From an optimization exercise on the open Yosys and OpenROAD flow, aimed at small area; shortcuts taken in it are not production practice.
The RTL was checked by simulation tests, not by an equivalence proof against the original design.
Power and IR drop assume default switching activity.

Design router_5p, start of the top module:
module router_5p
(input clk,rst,
 input [1:0] X_address , Y_address,
 input [7:0]Data_in_L, Data_in_N, Data_in_S, Data_in_E, Data_in_W,
 output [7:0]Data_out_L, Data_out_N, Data_out_S, Data_out_E, Data_out_W,
 input val_in_L, val_in_N, val_in_S, val_in_E, val_in_W,
 output ret_in_L, ret_in_N, ret_in_S, ret_in_E, ret_in_W,
 input ret_out_L, ret_out_N, ret_out_S, ret_out_E, ret_out_W,
 output val_out_L, val_out_N, val_out_S, val_out_E, val_out_W
    );
wire [7:0] In_L, In_N, In_E, In_S, In_W;
wire [4:0] v, grant;    
FIFO_Buffer INPUT_L(.clk(clk), .rst(rst), .Data_in(Data_in_L), .val(val_in_L), .grant(grant[0]), .ret(ret_in_L), .head(In_L), .v(v[0]));
FIFO_Buffer INPUT_N(.clk(clk), .rst(rst), .Data_in(Data_in_N), .val(val_in_N), .grant(grant[1]), .ret(ret_in_N), .head(In_N), .v(v[1]));
FIFO_Buffer INPUT_E(.clk(clk), .rst(rst), .Data_in(Data_in_E), .val(val_in_E), .grant(grant[2]), .ret(ret_in_E), .head(In_E), .v(v[2]));
FIFO_Buffer INPUT_S(.clk(clk), .rst(rst), .Data_in(Data_in_S), .val(val_in_S), .grant(grant[3]), .ret(ret_in_S), .head(In_S), .v(v[3]));
FIFO_Buffer INPUT_W(.clk(clk), .rst(rst), .Data_in(Data_in_W), .val(val_in_W), .grant(grant[4]), .ret(ret_in_W), .head(In_W), .v(v[4]));
switch SW(.clk(clk), .rst(rst), .X_cur(X_address), .Y_cur(Y_address),
	.In_L(In_L), .In_N(In_N), .In_E(In_E), .In_S(In_S), .In_W(In_W),
	.v(v), .full({ret_out_W, ret_out_S, ret_out_E, ret_out_N, ret_out_L}), .grant(grant),
	.Out_L(Data_out_L), .Out_N(Data_out_N), .Out_E(Data_out_E), .Out_S(Data_out_S), .Out_W(Data_out_W));
assign val_out_L = ~ret_out_L & (|Data_out_L);
assign val_out_N = ~ret_out_N & (|Data_out_N);
assign val_out_E = ~ret_out_E & (|Data_out_E);
assign val_out_S = ~ret_out_S & (|Data_out_S);
assign val_out_W = ~ret_out_W & (|Data_out_W);
endmodule
==> module FIFO_Buffer, before the edit <==
module FIFO_Buffer
(input clk, rst,
 input [7:0] Data_in,
 input val, grant,
 output ret,
 output [7:0] head,    
 output v              
 );
reg [7:0] m0, m1, m2, m3;
reg [1:0] p_reg;       
reg       r_reg;       
reg [2:0] occ;
reg       v_reg;
wire       full   = occ[2];
wire       nempty = |occ;
wire [1:0] rd = p_reg + {1'b0, r_reg};
wire [1:0] wr = rd + occ[1:0];
wire write = val & ~full;
wire read  = nempty & grant;
always @(posedge clk)
	if (write)
		case (wr)
			2'd0: m0 <= Data_in;
			2'd1: m1 <= Data_in;
			2'd2: m2 <= Data_in;
			default: m3 <= Data_in;
		endcase
always @(posedge clk, posedge rst)
	if (rst) begin
		p_reg <= 2'd0;
		r_reg <= 1'b0;
		occ <= 3'd0;
		v_reg <= 1'b0;
	end else begin
		p_reg <= rd;
		r_reg <= read;
		v_reg <= nempty;
		if (write & ~read) occ <= occ + 1'b1;
		if (read & ~write) occ <= occ - 1'b1;
	end
assign head = (p_reg == 2'd0) ? m0 : (p_reg == 2'd1) ? m1 : (p_reg == 2'd2) ? m2 : m3;
assign v = v_reg;
assign ret = full;
endmodule
export LEC_CHECK = 0
export CAP_MARGIN = 20
export CORE_MARGIN = 2
export CORE_UTILIZATION = 40
export CTS_CLUSTER_DIAMETER = 120
export CTS_CLUSTER_SIZE = 30
export GPL_TIMING_DRIVEN = 0
export PLACE_DENSITY = 0.6
export SLEW_MARGIN = 20
create_clock -name core_clock -period 5.0 [get_ports {clk}]
standard.sh (not shown) runs the stock make flow with config.mk's settings and CLKGATE_MAP_FILE= SYNTH_SCRIPT=/design/flow/synth_recipe.tcl, a recipe that flattens the netlist after the stock synthesis.
==> flow/flow/run.sh <==
#!/bin/bash
# Standard layout (standard.sh) with these changes:
#  - ABC maps the logic for area: flow/abc_map.script replaces ORFS's abc_speed.script
#    in a copy of ORFS's scripts folder; the rest of the synthesis is unchanged.
#  - the port buffers use the smallest buffer cell.
#  - adders are left to ABC (no ADDER_MAP_FILE), as the rest of the logic.
#  - clock tree: clusters of up to 30 sinks within 120 um, a clkbuf_4 root, no dummy loads.
set -euo pipefail
rm -rf myscripts
cp -r "$FLOW_HOME/scripts" myscripts
cp flow/abc_map.script myscripts/abc_speed.script
export SCRIPTS_DIR="$PWD/myscripts"
export BUFFER_PORTS_ARGS="-buffer_cell sky130_fd_sc_hd__buf_1"
export ADDER_MAP_FILE=""
export CTS_ARGS="-sink_clustering_enable -repair_clock_nets -sink_clustering_size 30 -sink_clustering_max_diameter 120 -dont_use_dummy_load -root_buf sky130_fd_sc_hd__clkbuf_4"
bash standard.sh > standard_flow.log 2>&1
==> flow/flow/abc_map.script <==
strash
&get -n
&st
&synch2
&dch -f
&put
amap
topo
Edit:
--- a/flow/design.v
+++ b/flow/design.v
@@ -23,19 +23,19 @@
 			2'd0: m0 <= Data_in;
 			2'd1: m1 <= Data_in;
 			2'd2: m2 <= Data_in;
 			default: m3 <= Data_in;
 		endcase
+always @(posedge clk) begin
+	p_reg <= rd;
+	r_reg <= read;
+end
 always @(posedge clk, posedge rst)
 	if (rst) begin
-		p_reg <= 2'd0;
-		r_reg <= 1'b0;
 		occ <= 3'd0;
 		v_reg <= 1'b0;
 	end else begin
-		p_reg <= rd;
-		r_reg <= read;
 		v_reg <= nempty;
 		if (write & ~read) occ <= occ + 1'b1;
 		if (read & ~write) occ <= occ - 1'b1;
 	end
 assign head = (p_reg == 2'd0) ? m0 : (p_reg == 2'd1) ? m1 : (p_reg == 2'd2) ? m2 : m3;
Result:
- count of clock-buffer cells in the layout stays the same
- synthesized cell count barely changes
- total power hardly moves
- maximum frequency went up by 1.5%
- design area went down by 1.0%
- die area went down by 0.84%
- cell count falls by 0.40%
- setup slack improves by 70 ps
- wire length is higher by 2.1%
- core utilization climbs by 0.60 points

## separate check: timing with driven ports
No port has a modelled driver above. Below, the same layouts with a new extraction and two added sets of constraints. Step 1 assumes that a clkbuf_16 drives the clock port and a buf_2 every other input. Step 2 times the ports against the registers' clock, not the clock port: input delays grow and output delays shrink by t, the midpoint of the rising clock arrivals with the driver on. a / b / c = no drivers / after step 1 / after step 2; a / b = the first two.
| run | t, ns | setup slack, ns | worst setup path at the end | worst data-port slew with drivers (ns) |
|---|---|---|---|---|
| the first run | 0.632 | 0.173 / 0.134 / 0.766 | register to output | 0.05 |
| the second run | 0.611 | 0.243 / 0.205 / 0.816 | register to output | 0.06 |
After both steps every run listed still meets setup and hold.
